Context: an optimization exercise on an open-source flow, tuned for small area and few clock cycles. The choices shown serve that exercise and are no tape-out recipe.
Function was checked by simulation only, so behaviour that the tests miss may differ from the original.
Power and IR drop assume default switching activity.

**flow/design.v**
```verilog
module positive_edge_detector(
	clk,
	in,
	out
);
input clk;
input in;
output reg out;
reg in_delay;
always @ (posedge clk)
begin
	in_delay <= in;
end
always @ (posedge clk)
begin
	out <= in & ~in_delay;
end
endmodule
module data_reg #(
        parameter APB_DW = 8
)
(
        clk,
        rst,
        i_load,
        i_data,
        o_data
);
input                           clk;
input                           rst;
input                           i_load;
input [APB_DW - 1 : 0]          i_data;
output reg [APB_DW - 1 : 0]     o_data;
always @ (posedge clk, negedge rst)
begin
        if (rst == 1'b0) begin
                o_data <= 0;
        end else
        begin
                if(i_load == 1'b1) begin
                        o_data <= i_data;
                end
        end
end
endmodule
module demux #(
        parameter RATIO = 4,
        parameter logRATIO = 2
)
( 
        i_load, 
        i_load_sel, 
        o_load
);
input                   i_load;
input   [logRATIO-1:0]  i_load_sel;
output  [RATIO-1:0]     o_load; 
genvar i;
generate 
        for (i = 0; i < RATIO; i = i + 1) begin : demux_out 
                assign o_load[i] = i_load_sel == i ? i_load : 1'b0;
        end
endgenerate
endmodule
module hwdata_mux #(
        parameter AHB_DW = 32,
        parameter APB_DW = 8,
        parameter RATIO = 4,
        parameter logRATIO = 2
)
(
        in,
        sel,
        out
);
input [AHB_DW - 1 : 0]          in;
input [logRATIO - 1 : 0]        sel;
output [APB_DW - 1 : 0]         out;
wire [APB_DW - 1 : 0] in_partial [RATIO - 1 : 0];
genvar i;
generate
        for (i = 0; i < RATIO; i = i + 1) begin : mux_inputs
                assign in_partial[i] = in [(i + 1)*APB_DW - 1 : i*APB_DW];
        end
endgenerate
assign out = in_partial[sel];
endmodule
module hrdata_reg  #(
        parameter AHB_DW = 32,
        parameter APB_DW = 8
) 
(
        clk,
        rst,
        i_PRDATA,
        i_load,
        o_HRDATA
);
localparam RATIO = AHB_DW / APB_DW;
input                   clk;
input                   rst;
input [APB_DW - 1 : 0]  i_PRDATA;
input [RATIO - 1 : 0]   i_load;
output [AHB_DW - 1 : 0] o_HRDATA;
genvar i;
generate
        for (i = 0; i < RATIO; i = i + 1) begin : regs
                data_reg #(
                        .APB_DW(APB_DW)
                )
                r_data (
                        .clk(clk),
                        .rst(rst),
                        .i_load(i_load[i]),
                        .i_data(i_PRDATA),
                        .o_data(o_HRDATA[((i+1)*APB_DW - 1): i*APB_DW])
                );
        end
endgenerate
endmodule
module fifo_memory #(
        parameter AHB_AW = 32,
        parameter AHB_DW = 32,
        parameter FIFO_SIZE = 8
)
(
        clk,
        rst_n,
        i_haddr,
        i_hwdata,
        i_hsize,
        o_haddr,
        o_hwdata,
        o_hsize,
        o_fifo_full,
        o_fifo_empty,
        i_write,
        i_read
);
localparam FIFO_WIDTH = AHB_AW + AHB_DW + 3;
localparam logSIZE = clog2(FIFO_SIZE);
input                   clk;
input                   rst_n;
input [AHB_AW - 1 : 0]  i_haddr;
input [AHB_DW - 1 : 0]  i_hwdata;
input [2 : 0]           i_hsize;
input                   i_write;
input                   i_read;
output [AHB_AW - 1 : 0] o_haddr;
output [AHB_DW - 1 : 0] o_hwdata;
output [2 : 0]          o_hsize;
output reg              o_fifo_full;
output reg              o_fifo_empty;
reg [logSIZE : 0]               r_ptr_r;                                 
reg [logSIZE : 0]               w_ptr_r;                                 
reg [AHB_AW - 1 : 0]            fifo_mem_haddr_r [FIFO_SIZE - 1 : 0];    
reg [AHB_DW - 1 : 0]            fifo_mem_hwdata_r [FIFO_SIZE - 1 : 0];   
reg [2 : 0]                     fifo_mem_hsize_r [FIFO_SIZE - 1 : 0];    
wire    fifo_we_w;               
wire    fifo_re_w;               
wire    fifo_msb_comp_w;         
wire    pointer_equal_w;         
function integer clog2 (input integer n); 
integer j; 
begin 
        if(n > 1) begin
                n = n - 1;
                for (j = 0; n > 0; j = j + 1)        
                        n = n >> 1;
                clog2 = j;
        end else
        begin
                clog2 = 1;
        end
end
endfunction
assign fifo_msb_comp_w = w_ptr_r[logSIZE] ^ r_ptr_r[logSIZE];
assign fifo_we_w = (~o_fifo_full) & i_write;
assign fifo_re_w = (~o_fifo_empty) & i_read;
assign pointer_equal_w = (w_ptr_r[logSIZE - 1 : 0] - r_ptr_r [logSIZE - 1 : 0]) ? 1'b0 : 1'b1;
always @ (*)
begin
        o_fifo_full = fifo_msb_comp_w & pointer_equal_w;
        o_fifo_empty = (~fifo_msb_comp_w) & pointer_equal_w;
end 
always @ (posedge clk)
begin
        if(fifo_we_w) begin
                fifo_mem_haddr_r[w_ptr_r[logSIZE - 1 : 0]] <= i_haddr;
                fifo_mem_hwdata_r[w_ptr_r[logSIZE - 1 : 0]] <= i_hwdata;
                fifo_mem_hsize_r[w_ptr_r[logSIZE - 1 : 0]] <= i_hsize;
        end
end
assign o_haddr = fifo_mem_haddr_r[r_ptr_r[logSIZE - 1 : 0]];
assign o_hwdata = fifo_mem_hwdata_r[r_ptr_r[logSIZE - 1 : 0]];
assign o_hsize = fifo_mem_hsize_r[r_ptr_r[logSIZE - 1 : 0]];
always @ (posedge clk, negedge rst_n)
begin
        if (rst_n == 1'b0) begin
                r_ptr_r <= 0;
        end else
        begin
                if(fifo_re_w) begin
                        r_ptr_r <= r_ptr_r + 1'b1;
                end
        end
end
always @ (posedge clk, negedge rst_n)
begin
        if (rst_n == 1'b0) begin
                w_ptr_r <= 0;
        end else
        begin
                if(fifo_we_w) begin
                        w_ptr_r <= w_ptr_r + 1'b1;
                end
        end
end
endmodule
module internal_logic #(
        parameter AHB_AW = 32,
        parameter AHB_DW = 32
)
(
        hclk,
        rst_n,
        i_haddr_read,
        i_haddr_write,
        i_hsize_read,
        i_hsize_write,
        i_hready,
        o_haddr,
        o_hsize,
        i_fifo_empty,
        i_read_transfer,
        o_start_transfer
);
input hclk;
input rst_n;
input [AHB_AW - 1 : 0]  i_haddr_read;
input [AHB_AW - 1 : 0]  i_haddr_write;
input [2:0]             i_hsize_read;
input [2:0]             i_hsize_write;
input                   i_hready;
output [AHB_AW - 1 : 0] o_haddr;
output [2:0]            o_hsize;
input                   i_fifo_empty;
input                   i_read_transfer;
output                  o_start_transfer;
wire                    w_start_read_transfer;
wire                    w_start_write_transfer;
wire                    w_fifo_not_empty_detector;
wire                    w_start_read_transfer_detector;
wire                    w_start_write_transfer_detector;
reg                     r_hready_delay;
assign o_haddr = i_fifo_empty ? i_haddr_read : i_haddr_write;
assign o_hsize = i_fifo_empty ? i_hsize_read : i_hsize_write;
assign w_start_read_transfer = i_read_transfer & i_fifo_empty;
assign w_start_write_transfer = (r_hready_delay & (~i_fifo_empty)) | w_fifo_not_empty_detector;
always @ (posedge hclk)
begin
        r_hready_delay <= i_hready;
end
assign o_start_transfer = w_start_read_transfer_detector | w_start_write_transfer_detector;  
positive_edge_detector START_READ_TRANSFER(
        .clk(hclk),
        .in(w_start_read_transfer),
        .out(w_start_read_transfer_detector)
);
positive_edge_detector START_WRITE_TRANSFER(
        .clk(hclk),
        .in(w_start_write_transfer),
        .out(w_start_write_transfer_detector)
);
positive_edge_detector FIFO_NOT_EMPTY_DETECTOR(
        .clk(hclk),
        .in(~i_fifo_empty),
        .out(w_fifo_not_empty_detector)
);
endmodule
module ahb
#(
	parameter AHB_AW = 32,
	parameter AHB_DW = 32,
        parameter APB_DW = 8
)
(
	HCLK,				 
	HRESETn,			 
	i_HADDR,			 
	o_HADDR,			 
	i_HWRITE,			 
	i_HSIZE,			 
	o_HSIZE,			 
	o_HREADY,			 
	i_HREADY,			 
	i_HSEL,			         
	o_start_read_transfer, 	         
        o_start_write_transfer,          
        i_fifo_full,                     
        i_fifo_empty,                    
	i_HRESP,			 
	o_HRESP,			 
	i_HRDATA,		         
	o_HRDATA			 
);
input                   HCLK;
input                   HRESETn;
input [(AHB_AW-1):0]    i_HADDR;
input [2:0]             i_HSIZE;
input                   i_HWRITE;
input                   i_HREADY;
input                   i_HSEL;
input [(AHB_DW-1):0]    i_HRDATA;
input                   i_HRESP;
input                   i_fifo_full;
input                   i_fifo_empty;
output reg [(AHB_AW-1):0] o_HADDR;
output reg [2:0] o_HSIZE;
output reg o_start_read_transfer;
output reg o_start_write_transfer;
output reg o_HREADY;
output reg[(AHB_DW-1):0] o_HRDATA;
output o_HRESP;
localparam [1:0]
AHB_IDLE = 2'b00,
AHB_READ = 2'b01,
AHB_WRITE = 2'b10;
reg [1:0] r_current_state;
reg [1:0] r_next_state;
always @ (posedge HCLK, negedge HRESETn)
begin
	if(HRESETn == 0) begin
		r_current_state <= AHB_IDLE;
	end else
	begin
		r_current_state <= r_next_state;
	end
end
always @ (*)
begin
	r_next_state = r_current_state;
	case(r_current_state)
		AHB_IDLE: begin
			if (i_HSEL == 1'b1) begin 
				if (i_HWRITE == 1'b1) begin
                                        r_next_state = AHB_WRITE;
                                end else
                                begin
                                        r_next_state = AHB_READ;
                                end
			end
                end
		AHB_READ: begin
			if(i_HREADY == 1'b1 && i_fifo_empty == 1'b1) begin
                                if (i_HSEL == 1'b1) begin
                                        if (i_HWRITE == 1'b1) begin
                                                r_next_state = AHB_WRITE;
                                        end
                                end else
                                begin
                                        r_next_state = AHB_IDLE;
                                end
			end
		end
                AHB_WRITE: begin
                        if (i_fifo_full == 1'b0) begin
                                if (i_HSEL == 1'b0) begin
                                        r_next_state = AHB_IDLE;
                                end else
                                begin
                                        if (i_HWRITE == 1'b0) begin
                                                r_next_state = AHB_READ;
                                        end
                                end
                        end
                end
		default: begin
			r_next_state = AHB_IDLE;
		end
	endcase
end
always @ (*)
begin
	case(r_current_state)
		AHB_IDLE: begin
			o_start_read_transfer = 1'b0;
			o_HREADY = 1'b1;
                        o_start_write_transfer = 1'b0;
		end
		AHB_READ: begin
			o_HREADY = 1'b0;
			o_start_read_transfer = 1'b1;
                        o_start_write_transfer = 1'b0;
		end
                AHB_WRITE: begin
                        o_start_read_transfer = 1'b0;
                        o_start_write_transfer = 1'b1;
                        if (i_fifo_full == 1'b1) begin
                                o_HREADY = 1'b0;
                        end else
                        begin
                                o_HREADY = 1'b1;
                        end
                end
		default: begin
			o_start_read_transfer = 1'b0;
			o_HREADY = 1'b1;
                        o_start_write_transfer = 1'b0;
		end
	endcase
end
always @ (posedge HCLK, negedge HRESETn)
begin
        if(HRESETn == 1'b0) begin
		o_HADDR <= 0;
		o_HSIZE <= 0;
	end else
	begin
                if (o_HREADY == 1'b1 && i_HSEL == 1'b1) begin
                        o_HADDR <= i_HADDR;
			o_HSIZE <= i_HSIZE;
                end
	end
end
assign o_HRESP = i_HRESP;
always @ (*)
begin
        if(o_HSIZE < APB_DW) begin
                case(APB_DW)
			16: begin
                                if (o_HADDR[0] == 1'b1) begin
                                        o_HRDATA = {i_HRDATA[7:0],i_HRDATA[AHB_DW - 1 : 8]};
                                end else
                                begin
                                        o_HRDATA = i_HRDATA;
                                end
                        end
                        32: begin
                                case (o_HADDR[1:0])
                                        2'b00: begin
                                                o_HRDATA = i_HRDATA;
                                        end
                                        2'b01: begin
                                                o_HRDATA = {i_HRDATA[7:0],i_HRDATA[AHB_DW - 1 : 8]};
                                        end
                                        2'b10: begin
                                                o_HRDATA = {i_HRDATA[15:0],i_HRDATA[AHB_DW - 1 : 16]};
                                        end
                                        2'b11: begin
                                                o_HRDATA = {i_HRDATA[23:0],i_HRDATA[AHB_DW - 1 : 24]};
                                        end
                                        default: begin
                                                o_HRDATA = i_HADDR;
                                        end
                                endcase
                        end
                        default: begin
                                o_HRDATA = i_HRDATA;
                        end
                endcase
        end else
        begin
                o_HRDATA = i_HRDATA;
        end
end
endmodule
module apb
#(
        parameter AHB_AW = 32,
        parameter APB_AW = 32,
        parameter AHB_DW = 32,
        parameter APB_DW = 8
)
(
        PCLK,                    
        PRESETn,                 
        i_HADDR,                 
        i_HSIZE,                 
        i_HWDATA,                
        o_HRESP,                 
        o_HREADY,                
        i_start_transfer,        
        o_load,                  
        i_fifo_empty,            
        o_PADDR,                 
        o_PSEL,                  
        o_PENABLE,               
        o_PWRITE,                
        o_PWDATA,                
        i_PREADY,                
        i_PSLVERR                
);
localparam APB_DW_B = APB_DW / 8;        
localparam RATIO = AHB_DW / APB_DW;      
localparam logRATIO = clog2(RATIO);       
input [(AHB_AW-1):0]    i_HADDR;
input [2:0]             i_HSIZE;
input [AHB_DW - 1 : 0]  i_HWDATA;
input                   i_start_transfer;
output [RATIO - 1 : 0]  o_load;
input                   i_fifo_empty;
output o_HREADY;
output o_HRESP;
input PCLK;
input PRESETn;
input i_PREADY;
input i_PSLVERR;
output reg[(APB_AW-1):0] o_PADDR;
output reg o_PWRITE;
output reg o_PSEL;
output reg o_PENABLE;
output [(APB_DW - 1) : 0] o_PWDATA;
reg [7:0] r_cnt;
reg [7:0] r_hsize_byte_decoded;
reg [(logRATIO - 1):0] r_load_sel;
reg hready;
localparam [1:0]
APB_IDLE = 2'b00,
APB_SETUP = 2'b01,
APB_ACCESS = 2'b10;
reg [1:0] r_current_state;
reg [1:0] r_next_state;
function integer clog2 (input integer n); 
integer j; 
begin 
        if(n > 1) begin
                n = n - 1;
                for (j = 0; n > 0; j = j + 1)        
                        n = n >> 1;
                clog2 = j;
        end else
        begin
                clog2 = 1;
        end
end
endfunction
always @ (posedge PCLK, negedge PRESETn)
begin
        if(PRESETn == 0) begin
                r_current_state <= APB_IDLE;
        end else
        begin
                r_current_state <= r_next_state;
        end
end
always @ (*)
begin
        r_next_state = r_current_state;
        case(r_current_state)
                APB_IDLE: begin
                        if(i_start_transfer == 1'b1) begin
                                r_next_state = APB_SETUP;
                        end
                end
                APB_SETUP: begin
                        r_next_state = APB_ACCESS;
                end
                APB_ACCESS: begin
                        if(i_PREADY == 1'b1) begin
                                if(r_cnt == 0) begin
                                        r_next_state = APB_IDLE;
                                end else
                                begin
                                        r_next_state = APB_SETUP;
                                end
                        end
                end
                default: begin
                r_next_state = APB_IDLE;
                end
        endcase
end
always @ (*)
begin
        case(r_current_state)
                APB_IDLE: begin
                        hready = 1'b1;
                        o_PSEL = 1'b0;
                        o_PENABLE = 1'b0;
                end
                APB_SETUP: begin
                        hready = 1'b0;
                        o_PSEL = 1'b1;
                        o_PENABLE = 1'b0;
                end
                APB_ACCESS: begin
                        hready = 1'b0;
                        o_PSEL = 1'b1;
                        o_PENABLE = 1'b1;
                end
                default: begin
                        hready = 1'b1;
                        o_PSEL = 1'b0;
                        o_PENABLE = 1'b0;
                end
        endcase
end
always @ (*)
begin
        case(i_HSIZE)
                3'b000: begin
                        r_hsize_byte_decoded = 1;
                end
                3'b001: begin
                        r_hsize_byte_decoded = 2;
                end
                3'b010: begin
                        r_hsize_byte_decoded = 4;
                end
                3'b011: begin
                        r_hsize_byte_decoded = 8;
                end
                3'b100: begin
                        r_hsize_byte_decoded = 16;
                end
                3'b101: begin
                        r_hsize_byte_decoded = 32;
                end
                3'b110: begin
                        r_hsize_byte_decoded = 64;
                end
                3'b111: begin
                        r_hsize_byte_decoded = 128;
                end
                default: begin
                        r_hsize_byte_decoded = 4;
                end
        endcase
end
always @ (posedge PCLK, negedge PRESETn)
begin
        if(PRESETn == 1'b0) begin
                r_cnt <= 0;
                r_load_sel <= 0;
        end else
        begin
                case(r_current_state) 
                        APB_IDLE: begin
                                r_load_sel <= 0;
                                if(r_hsize_byte_decoded > APB_DW_B) begin
                                        r_cnt <= r_hsize_byte_decoded;
                                end else
                                begin
                                        r_cnt <= APB_DW_B;
                                end
                        end
                        APB_SETUP: begin
                                r_cnt <= r_cnt - APB_DW_B;
                        end
                        APB_ACCESS: begin
                                if (i_PREADY == 1'b1 && r_cnt > 0) begin
                                        r_load_sel <= r_load_sel + 1'b1;
                                end
                        end
                endcase
        end
end
always @ (posedge PCLK)
begin
        if (i_fifo_empty == 1'b1) begin
                o_PWRITE <= 1'b0;
        end else
        begin
                o_PWRITE <= 1'b1;
        end
end
always @ (posedge PCLK, negedge PRESETn)
begin
        if(PRESETn == 1'b0) begin
                o_PADDR <= 0;
        end else
        begin
                case(r_current_state)
                        APB_IDLE: begin
                                o_PADDR <= i_HADDR;  
                                case (APB_DW_B)
                                        2: begin
                                                o_PADDR [0] <= 1'b0;
                                        end
                                        4: begin
                                                o_PADDR [1:0] <= 2'b0;
                                        end
                                endcase
                        end
                        APB_ACCESS: begin
                                if (i_PREADY == 1'b1) begin
                                        o_PADDR <= o_PADDR + APB_DW_B;
                                end
                        end
                endcase
        end
end
assign o_HRESP = i_PSLVERR;
generate
        if(RATIO > 1) begin
                hwdata_mux #(
                        .AHB_DW(AHB_DW),
                        .APB_DW(APB_DW),
                        .RATIO(RATIO),
                        .logRATIO(logRATIO)
                )
                HWDATA_MUX(
                        .in(i_HWDATA),
                        .sel(r_load_sel),
                        .out(o_PWDATA)
                );
        end else
        begin
                assign o_PWDATA = i_HWDATA;
        end
endgenerate
demux #(
        .RATIO(RATIO),
        .logRATIO(logRATIO)
)
load_demux(
        .i_load(i_PREADY),
        .i_load_sel(r_load_sel),
        .o_load(o_load)
);
positive_edge_detector hready_detector(
        .clk(PCLK),
        .in(hready),
        .out(o_HREADY)
);
endmodule
module ahb_to_apb_bridge
#(
        parameter AHB_AW = 32,
        parameter APB_AW = 32,
        parameter AHB_DW = 32,
        parameter APB_DW = 8,
        parameter FIFO_SIZE = 8
)
(
        HCLK,        
        HRESETn,     
        HADDR,       
        HSIZE,       
        HWDATA,      
        HWRITE,      
        HRDATA,      
        HREADY,      
        HRESP,       
        HSELAPB,     
        PADDR,       
        PSEL,        
        PENABLE,     
        PWRITE,      
        PWDATA,      
        PRDATA,      
        PREADY,      
        PSLVERR      
);
localparam RATIO = AHB_DW / APB_DW;
input                   HCLK;
input                   HRESETn;
input [(AHB_AW-1):0]    HADDR;
input [2:0]             HSIZE;
input [(AHB_DW-1):0]    HWDATA;
input                   HWRITE;
input                   HSELAPB;
output [(AHB_DW-1):0]   HRDATA;
output                  HREADY;
output                  HRESP;
input [(APB_DW-1):0]    PRDATA;
input                   PREADY;
input                   PSLVERR;
output [(APB_AW-1):0]   PADDR;
output                  PSEL;
output                  PENABLE;
output                  PWRITE;
output [(APB_DW-1):0]   PWDATA;
wire                    w_hwrite_ahb_to_apb;
wire [AHB_DW - 1 : 0]   w_hrdata_apb_to_ahb;
wire [AHB_AW - 1 : 0]   w_haddr;
wire [2:0]              w_hsize;
wire                    w_hready;
wire                    w_fifo_empty;
wire                    w_fifo_full;
wire [AHB_DW - 1 : 0]   w_hrdata_hrdata_r_to_ahb;
wire                    w_hresp_apb_to_ahb;
wire                    w_read_transfer_ahb_to_internal_logic;
wire                    w_write_transfer_ahb_to_fifo;
wire [AHB_AW - 1 : 0]   w_haddr_fifo_to_internal_logic;
wire [AHB_DW - 1 : 0]   w_hwdata_fifo_to_apb;
wire [2:0]              w_hsize_fifo_to_internal_logic;
wire [AHB_AW - 1 : 0]   w_haddr_internal_logic_to_apb;
wire [2:0]              w_hsize_internal_logic_to_apb;
wire                    w_start_transfer_internal_logic_to_apb;
wire [RATIO - 1 : 0]    w_load_apb_to_hrdata_r;
ahb #(
        .AHB_AW(AHB_AW),
        .AHB_DW(AHB_DW),
        .APB_DW(APB_DW))
AHB (
        .HCLK(HCLK),
        .HRESETn(HRESETn),
        .i_HADDR(HADDR),
        .o_HADDR(w_haddr),
        .i_HSIZE(HSIZE),
        .o_HSIZE(w_hsize),
        .i_HWRITE(HWRITE),
        .i_HRDATA(w_hrdata_hrdata_r_to_ahb),
        .o_HRDATA(HRDATA),
        .i_HREADY(w_hready),
        .o_HREADY(HREADY),
        .i_HRESP(w_hresp_apb_to_ahb),
        .o_HRESP(HRESP),
        .i_HSEL(HSELAPB),
        .o_start_read_transfer(w_read_transfer_ahb_to_internal_logic),
        .o_start_write_transfer(w_write_transfer_ahb_to_fifo),
        .i_fifo_full(w_fifo_full),
        .i_fifo_empty(w_fifo_empty)
);
fifo_memory #(
        .AHB_AW(AHB_AW),
        .AHB_DW(AHB_DW),
        .FIFO_SIZE(FIFO_SIZE))
FIFO_MEMORY(
        .clk(HCLK),
        .rst_n(HRESETn),
        .i_haddr(w_haddr),
        .i_hwdata(HWDATA),
        .i_hsize(w_hsize),
        .o_haddr(w_haddr_fifo_to_internal_logic),
        .o_hwdata(w_hwdata_fifo_to_apb),
        .o_hsize(w_hsize_fifo_to_internal_logic),
        .o_fifo_full(w_fifo_full),
        .o_fifo_empty(w_fifo_empty),
        .i_write(w_write_transfer_ahb_to_fifo),
        .i_read(w_hready)
);
internal_logic #(
        .AHB_AW(AHB_AW),
        .AHB_DW(AHB_DW))
INTERNAL_LOGIC(
        .hclk(HCLK),
        .rst_n(HRESETn),
        .i_haddr_read(w_haddr),
        .i_haddr_write(w_haddr_fifo_to_internal_logic),
        .i_hsize_read(w_hsize),
        .i_hsize_write(w_hsize_fifo_to_internal_logic),
        .i_hready(w_hready),
        .o_haddr(w_haddr_internal_logic_to_apb),
        .o_hsize(w_hsize_internal_logic_to_apb),
        .i_fifo_empty(w_fifo_empty),
        .i_read_transfer(w_read_transfer_ahb_to_internal_logic),
        .o_start_transfer(w_start_transfer_internal_logic_to_apb)
); 
hrdata_reg #(
        .AHB_DW(AHB_DW),
        .APB_DW(APB_DW))
HRDATA_REG (
        .clk(HCLK),
        .rst(HRESETn),
        .i_PRDATA(PRDATA),
        .i_load(w_load_apb_to_hrdata_r),
        .o_HRDATA(w_hrdata_hrdata_r_to_ahb)
);
apb #(
        .AHB_AW(AHB_AW),
        .APB_AW(APB_AW),
        .AHB_DW(AHB_DW),
        .APB_DW(APB_DW))
APB (
        .PCLK(HCLK),                         
        .PRESETn(HRESETn),                   
        .i_HADDR(w_haddr_internal_logic_to_apb),             
        .i_HSIZE(w_hsize_internal_logic_to_apb),            
        .i_HWDATA(w_hwdata_fifo_to_apb),          
        .o_HRESP(w_hresp_apb_to_ahb),            
        .o_HREADY(w_hready),          
        .i_start_transfer(w_start_transfer_internal_logic_to_apb),    
        .i_fifo_empty(w_fifo_empty),
        .o_PADDR(PADDR),                       
        .o_PENABLE(PENABLE),                   
        .o_PSEL(PSEL),                         
        .i_PREADY(PREADY),                     
        .o_PWRITE(PWRITE),                     
        .i_PSLVERR(PSLVERR),                   
        .o_PWDATA(PWDATA),                     
        .o_load(w_load_apb_to_hrdata_r)
);
endmodule
```
**flow/run.sh**
```bash
#!/bin/bash
# synth_recipe.tcl (not shown) runs the flow's synth.tcl, then flattens the netlist and writes it again
# the make line also repeats each setting of config.mk as NAME=value (left out here)
make -C /OpenROAD-flow-scripts/flow DESIGN_CONFIG=/design/flow/config.mk WORK_HOME=/design/flow/orfs CLKGATE_MAP_FILE= SYNTH_SCRIPT=/design/flow/synth_recipe.tcl finish
```
**flow/config.mk**
```make
export PLATFORM = sky130hd
export DESIGN_NAME = ahb_to_apb_bridge
export DESIGN_NICKNAME = ahb_to_apb_bridge
export VERILOG_FILES = /design/flow/design.v
export SDC_FILE = /design/flow/constraint.sdc
export NUM_CORES = 4
export LEC_CHECK = 0
export CAP_MARGIN = 20
export CORE_MARGIN = 2
export CORE_UTILIZATION = 40
export SLEW_MARGIN = 20
```
**flow/constraint.sdc**
```tcl
create_clock -name core_clock -period 6.0 [get_ports {HCLK}]
set_input_delay 1.2000 -clock core_clock [delete_from_list [all_inputs] [get_ports {HCLK}]]
set_output_delay 1.2000 -clock core_clock [all_outputs]
set_load 0.01 [all_outputs]
```
==> qor.yml, run 1 <==
placed_design:
  gp_congestion: 0.792
  pre_cts_ws_ns: 1.92
  io_buffers: 155
  dp_hpwl_um: 37500
  placed_area_um2: 29400
final_layout:
  final_common_cell: "edfxtp_1"
  layout_common_cells: "536 x edfxtp_1, 154 x clkdlybuf4s50_1, 133 x mux4_2"
  register_area_um2: 19300
  nets: 1730
  drive_gt1_share_pct: 21.4
  syn_to_final_growth_pct: 18.4
  num-fill-cells: 5531
  design_area_um2: 31800
  antenna_cells: 0
  multiInputGateArea_um2: 7160
drt:
  vias_per_cell: 5.65
  drtIter0Drc: 1279
  route.detailed.drc: 0
  routedWlPerCell_um: 25.0
  firstDrtPassIters: 5
  postRouteAntennaNets: 0
  wl_um: 63900
  vias: 14400
run:
  maxCapViolCount: 0
grt:
  antenna_found_initial: 7
  grt_max_degree: 81
  gr-usage-all-layers_pct: 18.7
  grt_pass1_vias: 14800
  grt_overflow: 0
  grt_pass1_wl_um: 96600
cts:
  clock_latency_ns: 0.61
  cts.repair.resized: 0
  cts_sinks: 666
  clockBufferDepth: 3
  htreeDepth: 3
  cts_tree: "built"
  clk_pin_slew_ns: 0.06
  postCtsSetupRepairBufs: 0
  numCtsBuffers: 71
  root_buffer: "clkbuf_16"
  cts.hold.buffers_added: 0
floorplanning:
  die_width_um: 263
  core_area_um2: 66100
  row_count: 94
  ios: 158
  start_util_pct: 40.6
  die_area_um2: 69200
  die_y_um: 263
logic_synthesis:
  async_flop_share_pct: 18.2
  yosys_warnings: 7
  synth_nets: 1545
  syn_area_per_cell_um2: 18.5
  synth_edf_count: 536
  netlist_area_um2: 26800
  synth_seq_cells: 666
  ys.flop_type: "edfxtp_1"
  synth_cell_type_count: 65
  yosysSeqAreaShare_pct: 71.9
  synth_cells: 1448
worst_setup_path:
  cp-start-kind: "register"
  worstPathRequired_ns: 4.80
  crit_buf_inv: 2
  cp_slowest_cell: "dfrtp_4"
  crit_type: "register to output pin"
  cp_top_family: "buffers and inverters"
  end_kind: "output pin"
  crit_chain: "buf_4, mux4_2, a22o_1, a221oi_1, a22oi_1, clkdlybuf4s50_1"
  slowest_delay_ns: 0.72
  critPathArrivalTime_ns: 3.48
  rrSetupSlack_ns: 2.07
  crit_fanout: 24
sta:
  drv_slew: 0
  worst_slew_pin_slew_ns: 1.08
  slew_headroom_pct: 27.5
  fmax_mhz: 214
  finalSetupViolations: 0
  finClkSkew_ns: 0.0324
  min_period_over_period_pct: 78.0
  hold_viol: 0
  rsz0062_at_grt: "no"
  finalCriticalPeriod_ns: 4.68
  setup_ws_ns: 1.32
power:
  leakagePower_nw: 10.8
  pwr_density_cell_nw_per_um2: 494
  peakVddDrop_mv: 0.312
hold_path:
  min_path_type: "register to register"
status:
  status: "complete, no violations"
report_power, final:
part	total [mW]	switching [mW]	internal (mW)	leakage, nW
Clock	4.35	1.78	2.57	1.12
Sequential	6.69	0.952	5.74	6.35
Combinational	4.65	2.30	2.34	3.31
sequential cells by signal, indices dropped and copies added, names as in the netlist, 2 cells and up:
signal,count
FIFO_MEMORY.r_ptr_r,4
AHB.r_current_state,2
APB.r_current_state,2
APB.r_load_sel,2
APB.r_cnt,8
HRDATA_REG.regs.r_data.o_data,32
FIFO_MEMORY.fifo_mem_hwdata_r,256
FIFO_MEMORY.fifo_mem_haddr_r,256
FIFO_MEMORY.fifo_mem_hsize_r,24
AHB.o_HSIZE,3
FIFO_MEMORY.w_ptr_r,4
AHB.o_HADDR,32
APB.o_PADDR,32
cell type report:
class	instances	area share (%)
well taps	864	3.40
flip-flops and latches	666	60.8
clock inverters	29	0.929
clock buffers	99	6.35
repair buffers	190	5.75
inverters	20	0.236
multi-input cells	684	22.5
worst reg2reg max path, stage by stage, from the launching register on:
cell	delay, ns
dfrtp_4	0.91
inv_1	0.18
ha_1	0.23
nor2b_1	0.25
xor2_2	0.42
o41a_1	0.30
and2_2	0.64
buf_4	0.48
mux2_2	0.42
metal layers:
layer	vias up	part of all wire (%)	wire length (um)	GRT usage, %
li1	6225	-	-	-
met1	7603	43	27500	26.0
met2	473	48	30800	30.0
met3	108	6.6	4200	3.94
met4	4	2.2	1400	4.79
met5	-	0.045	29	0
cell families (layout without fill, tap and decap cells):
group	after synthesis	count (layout)	share of synthesized area, %
AND/OR/NAND/NOR	250	250	4.63
adder cells (fa/ha/maj)	16	16	0.746
AO/OA/AOI/OAI	156	156	4.20
multiplexers	244	244	16.1
buffers and inverters	98	338	1.78
flip-flops	666	666	71.9
XOR/XNOR	18	18	0.643
path summary, 6_finish.rpt:
path                       depth (start not counted)                                 start                                               to
max                                                6    FIFO_MEMORY.r_ptr_r[0]$_DFFE_PN0P_                                        PWDATA[4]
min                                                1  APB.hready_detector.in_delay$_DFF_P_                  APB.hready_detector.out$_DFF_P_
max reg2reg                                        8    FIFO_MEMORY.r_ptr_r[1]$_DFFE_PN0P_                      AHB.o_HADDR[17]$_DFFE_PN0P_
min reg2reg                                        1  APB.hready_detector.in_delay$_DFF_P_                  APB.hready_detector.out$_DFF_P_
max in group asynchronous                          2                               HRESETn  HRDATA_REG.regs[0].r_data.o_data[1]$_DFFE_PN0P_
min in group asynchronous                          1                               HRESETn                         APB.r_cnt[4]$_DFFE_PN0P_
cells in the mapped netlist, drive strengths merged, types with 6 or more instances:
cell type  count  area [um2]
o21ai         24         120
mux4         133        3000
nor4           7        43.8
clkbuf        28         105
o22ai         13        81.3
nand3         28         140
a221oi        20         175
a32oi          7        61.3
dfxtp          9         180
buf           50         297
edfxtp       536       16100
a21oi         20         100
a22oi         19         143
nor2          34         128
mux2          72         923
and3          20         125
dfrtp        121        3030
and2           8        50.1
a211oi         6        45.0
mux2i         39         390
nor2b          9        56.3
ha            16         200
nand2         86         323
xnor2          9        78.8
nand2b         7        43.8
nand4          9        56.3
xor2           9        93.8
nor3          20         105
and4           6        52.6
a31oi          7        43.8
inv           19        71.3
per-stage QoR:
| step | cells | utilization (%) | TNS [ns] | power [mW] | hold slack, ns |
|---|---|---|---|---|---|
| global route | 2552 | 48.1 | 0 | 16.5 | 0.396 |
| global placement | 2423 | 44.6 | 0 | 11.4 | 0.374 |
| detailed placement | 2423 | 44.6 | 0 | 11.5 | 0.370 |
| finish | 2552 | 48.1 | 0 | 15.7 | 0.382 |
| floorplan | 1448 | - | -317.86 | 9.53 | 0.363 |
| CTS | 2551 | 48.1 | 0 | 15.8 | 0.382 |
Testbench counts, summed over its fixed seeds: cycles 57,776.
==> run 2: changes to the inputs <==
==> flow/design.v (replaced) <==
module ahb_to_apb_bridge (
        input             HCLK,
        input             HRESETn,
        input      [31:0] HADDR,
        input      [2:0]  HSIZE,
        input      [31:0] HWDATA,
        input             HWRITE,
        output     [31:0] HRDATA,
        output            HREADY,
        output            HRESP,
        input             HSELAPB,
        output     [31:0] PADDR,
        output            PSEL,
        output reg        PENABLE,
        output            PWRITE,
        output     [7:0]  PWDATA,
        input      [7:0]  PRDATA,
        input             PREADY,
        input             PSLVERR
);
assign HRESP = PSLVERR;
reg  [31:0] s_addr;
reg  [1:0]  s_size;
reg         s_wr;
reg         dp;                  
wire acc = HSELAPB & HREADY;     
always @(posedge HCLK)
        if (acc) begin
                s_addr <= HADDR;
                s_size <= HSIZE[1:0];
                s_wr   <= HWRITE;
        end
reg  [31:0] f_addr [0:7];
reg  [31:0] f_data [0:7];
reg  [1:0]  f_size [0:7];
reg  [3:0]  wptr;
reg  [3:0]  rptr;
wire f_empty = (wptr == rptr);
wire f_full  = (wptr[3] != rptr[3]) && (wptr[2:0] == rptr[2:0]);
wire [31:0] h_addr = f_addr[rptr[2:0]];
wire [31:0] h_data = f_data[rptr[2:0]];
wire [1:0]  h_size = f_size[rptr[2:0]];
reg  [1:0]  beat;
reg         psel_r;
wire        rd_now   = HSELAPB & ~HWRITE & ~psel_r & ~dp & f_empty & HRESETn;
assign PSEL = psel_r | rd_now;
wire [31:0] src_addr = f_empty ? (dp ? s_addr : HADDR) : h_addr;
wire [1:0]  src_size = f_empty ? s_size : h_size;
wire        last     = (beat == {src_size[1], src_size[1] | src_size[0]});
wire        beat_end = PENABLE & PREADY;
wire        xfer_end = beat_end & last;
wire        pop      = xfer_end & ~f_empty;
wire        rd_done  = xfer_end & f_empty;
assign HREADY = ~dp | (s_wr ? (~f_full | pop) : rd_done);
wire push = dp & s_wr & HREADY;
always @(posedge HCLK)
        if (push) begin
                f_addr[wptr[2:0]] <= s_addr;
                f_data[wptr[2:0]] <= HWDATA;
                f_size[wptr[2:0]] <= s_size;
        end
assign PADDR  = src_addr + {30'd0, beat};
assign PWRITE = ~f_empty | (dp ? s_wr : HWRITE);
assign PWDATA = f_empty ? HWDATA[7:0] : h_data[8*beat +: 8];
wire [3:0] wptr_n = wptr + {3'd0, push};
wire [3:0] rptr_n = rptr + {3'd0, pop};
wire dp_next = acc | (dp & ~HREADY);
wire more    = (wptr_n != rptr_n) | dp_next;    
always @(posedge HCLK or negedge HRESETn)
        if (!HRESETn) begin
                dp      <= 1'b0;
                wptr    <= 4'd0;
                rptr    <= 4'd0;
                psel_r  <= 1'b0;
                PENABLE <= 1'b0;
                beat    <= 2'd0;
        end else begin
                dp <= dp_next;
                wptr <= wptr_n;
                rptr <= rptr_n;
                if (!psel_r) begin
                        psel_r  <= more;
                        PENABLE <= rd_now;
                        beat    <= 2'd0;
                end else if (!PENABLE) begin
                        PENABLE <= 1'b1;
                end else if (PREADY) begin
                        PENABLE <= 1'b0;
                        if (last) begin
                                psel_r <= more;
                                beat <= 2'd0;
                        end else
                                beat <= beat + 2'd1;
                end
        end
reg [7:0] r0, r1, r2;
always @(posedge HCLK)
        if (beat_end) begin
                if (beat == 2'd0) r0 <= PRDATA;
                if (beat == 2'd1) r1 <= PRDATA;
                if (beat == 2'd2) r2 <= PRDATA;
        end
assign HRDATA = {PRDATA, r2,
                 (beat == 2'd1) ? PRDATA : r1,
                 (beat == 2'd0) ? PRDATA : r0};
endmodule
==> qor.yml, run 2 <==
drt:
  route.detailed.drc: 0  # unchanged
  postRouteAntennaNets: 0  # unchanged
  wl_um: 53700  # -16%
  routedWlPerCell_um: 24.0  # -4.1%
  drtIter0Drc: 829  # -35%
  vias: 12100  # -16%
  firstDrtPassIters: 6  # +1
  vias_per_cell: 5.43  # -3.9%
floorplanning:
  core_area_um2: 61500  # -7.0%
  die_y_um: 253  # -3.8%
  row_count: 91  # -3.2%
  die_area_um2: 64100  # -7.4%
  ios: 158  # unchanged
  die_width_um: 253  # -3.8%
  start_util_pct: 40.4  # -0.22 points
worst_setup_path:
  crit_chain: "clkdlybuf4s50_1, mux2i_1, a21oi_1, ha_1, inv_1, fa_1, or4_1, o31ai_2, nor2b_4, buf_4, nand3_1, xor2_1, buf_4, clkdlybuf4s50_1"
  cp-start-kind: "primary input"
  crit_buf_inv: 5  # +3
  critPathArrivalTime_ns: 4.61  # +1.13 ns
  worstPathRequired_ns: 4.80  # about the same
  cp_slowest_cell: "or4_1"
  end_kind: "output pin"
  cp_top_family: "buffers and inverters"
  slowest_delay_ns: 0.56  # -0.16 ns
  crit_type: "primary input to output pin"
  crit_fanout: 4  # -83%
final_layout:
  nets: 1489  # -14%
  num-fill-cells: 5102  # -7.8%
  layout_common_cells: "587 x edfxtp_1, 147 x clkdlybuf4s50_1, 100 x mux4_2"
  drive_gt1_share_pct: 21.4  # -0.091 points
  syn_to_final_growth_pct: 19.3
  final_common_cell: "edfxtp_1"
  final_cells: 2238  # -12%
cts:
  cts_sinks: 600  # -9.9%
  postCtsSetupRepairBufs: 0  # unchanged
  clk_pin_slew_ns: 0.06  # about the same
  root_buffer: "clkbuf_16"
  cts.hold.buffers_added: 0  # unchanged
  numCtsBuffers: 66  # -7.0%
  cts_tree: "built"
  clockBufferDepth: 3  # unchanged
  htreeDepth: 3  # unchanged
  clock_latency_ns: 0.60  # about the same
run:
  maxCapViolCount: 0  # unchanged
hold_path:
  min_path_type: "register to register"
logic_synthesis:
  yosysSeqAreaShare_pct: 72.3  # +0.37 points
  synth_cell_type_count: 71  # +9.2%
  syn_area_per_cell_um2: 20.7  # +12%
  yosysTopAreaCellShare_pct: 71.0  # +11 points
  synth_seq_cells: 600  # -9.9%
  async_flop_share_pct: 2.17  # -16 points
  synth_edf_count: 587  # +9.5%
  synth_cells: 1201  # -17%
  yosys_warnings: 1  # -6
  yosysMostFrequentCell: "edfxtp_1"
  netlist_area_um2: 24800  # -7.5%
  ys_top_cells_by_count: "587 x edfxtp_1, 100 x mux4_2, 60 x mux2i_1"
  synth_top_area_cell: "edfxtp_1"
  synth_nets: 1292  # -16%
  ys.flop_type: "edfxtp_1"
  netlist_top_cells_area: "edfxtp_1 71%, mux4_2 9.1%, mux4_1 4.9%"
grt:
  antenna_found_initial: 3  # -4
  grt_max_degree: 71  # -12%
  grt_pass1_vias: 12800  # -14%
  gr-usage-all-layers_pct: 17.2  # -1.5 points
  grt_pass1_wl_um: 81100  # -16%
  grt_overflow: 0  # unchanged
status:
  status: "complete, no violations"
placed_design:
  io_buffers: 154  # -0.65%
  gp_congestion: 0.749  # -5.4%
  dp_hpwl_um: 29900  # -20%
  dp_cells: 2120  # -13%
sta:
  finClkSkew_ns: 0.0143  # -0.0180 ns
  drv_slew: 0  # unchanged
  slew_headroom_pct: 28.2  # +0.63 points
  rsz0062_at_grt: "no"
  worst_slew_pin_slew_ns: 1.08  # -0.00599 ns
  fmax_mhz: 172  # -19%
  min_period_over_period_pct: 96.8  # +19 points
  hold_viol: 0  # unchanged
  finalSetupViolations: 0  # unchanged
  finalCriticalPeriod_ns: 5.81  # +1.13 ns
power:
  switching_share_pct: 31.5  # -0.57 points
  leakagePower_nw: 9.78  # -9.3%
  finalPower_mw: 15.3  # -2.8%
  pwr-share-seq_pct: 37.4  # -5.3 points
  peakVddDrop_mv: 0.312  # about the same
  p_clk_share_pct: 26.0  # -1.7 points
  p_int_mw: 10.4  # -1.9%
  switchingPower_mw: 4.80  # -4.5%
  pwr_density_cell_nw_per_um2: 515  # +4.3%
  combPwrFrac_pct: 36.6  # +7.0 points
[run 2: worst reg2reg max path: cells and delay by family, from the launching register on]
family	cells	cell delay (ns)
buffers and inverters	3	1.19
AO/OA/AOI/OAI	3	1.22
flip-flops	1	0.43
multiplexers	2	0.73
XOR/XNOR	2	0.34
AND/OR/NAND/NOR	3	0.61
adder cells (fa/ha/maj)	2	0.42
[run 2: what timing repair did]
item | 4_1_cts | 5_1_grt
resized for setup | 5 | 17
pin swaps | 0 | 0
endpoints found under the setup margin | 10 | 13
[run 2: path summary, 6_finish.rpt]
check,start,endpoint,slack [ns],cells past startpoint
hold / removal,rptr[3]$_DFF_PN0_,rptr[3]$_DFF_PN0_,0.53,1
min in group asynchronous,HRESETn,rptr[0]$_DFF_PN0_,1.02,1
max in group asynchronous,HRESETn,rptr[1]$_DFF_PN0_,4.48,1
setup / recovery,HADDR[0],PADDR[30],0.19,14
setup reg to reg,rptr[1]$_DFF_PN0_,psel_r$_DFF_PN0_,0.93,15
hold reg to reg,rptr[3]$_DFF_PN0_,rptr[3]$_DFF_PN0_,0.53,1
[run 2: cell families (layout without fill, tap and decap cells)]
family,Yosys count,after routing,synth area share (%)
DFF,600,600,72.3
muxes,230,230,17.4
and+or+nand+nor,157,157,3.62
AOI/OAI and AO/OA,81,81,2.35
buffers and inverters,80,326,2.22
xor gates and xnor gates,43,43,1.52
adders and majority gates,10,10,0.534
other,0,1,0
[run 2: metal layers]
layer  wire length, um  up-vias  GRT usage [%]
met5                43        -              0
met4              1030        6           4.45
met3              2480       70           3.51
met2             27100      281           28.8
met1             23100     6389           22.9
li1                  -     5397              -
[run 2: layout make-up]
class / instances / area, um2 / share of cell area, %
sequential: 600 / 18000 / 60.7
multi-input combinational: 521 / 6460 / 21.8
timing repair buffer: 202 / 2060 / 6.95
clock buffer: 85 / 1770 / 5.96
tap: 790 / 988 / 3.34
clock inverter: 32 / 349 / 1.18
inverter: 7 / 26.3 / 0.0887
antenna: 1 / 2.50 / 0.00845
[run 2: per-stage QoR]
stage	util (%)	setup TNS, ns	hold WS, ns	setup WS (ns)	area (um2)
2_1_floorplan	-	-271.07	0.500	-1.32	24900
3_3_place_gp	44.6	-0.483	0.521	-0.140	27400
3_5_place_dp	44.6	-0.514	0.521	-0.147	27400
4_1_cts	48.1	0	0.534	0.0145	29500
5_1_grt	48.2	0	0.559	0.00898	29600
6_report	48.2	0	0.533	0.190	29600
[run 2: power groups by stage]
stage	logic (mW)	clock network [mW]	registers [mW]
after floorplan	3.63	0	5.72
after global placement	5.64	0	5.74
after detailed placement	5.67	0	5.79
after CTS	5.70	4.06	5.71
after global routing	6.02	4.22	5.77
final	5.58	3.97	5.70
Testbench counts of run 2, summed over its fixed seeds: cycles 32,537.

==> re-timing with driven ports <==
Ports are ideal in the flow. The routed layouts listed here were re-timed in OpenROAD.
Step 1 (the two cells are an assumption about what drives the block):
set clk [get_ports {HCLK}]
set_driving_cell -lib_cell sky130_fd_sc_hd__clkbuf_16 $clk
set_driving_cell -lib_cell sky130_fd_sc_hd__buf_2 [delete_from_list [all_inputs] $clk]
Step 2 adds t to the input delays and takes it off the output delays; t is the mean of the earliest and latest rising clock arrival at the registers after step 1. Input paths then give back, and output paths get back, about the clock's delay inside the block.
Three values: ideal, step 1, step 2; two values: the first two.
run	t, ns	setup WS [ns]	hold WS [ns]	worst setup path at the end	cell pins on the clock port's net
run 1	0.661	1.321 / 1.257 / 1.918	0.382 / 0.382 / 0.382	register to output	1
run 2	0.641	0.190 / 0.110 / 0.110	0.533 / 0.533 / 0.533	input to output	1
After both steps every run listed still meets setup and hold. The setup slack of run 2, which loses most, moves by -0.080 ns with the drivers and by -0.080 ns with both steps.
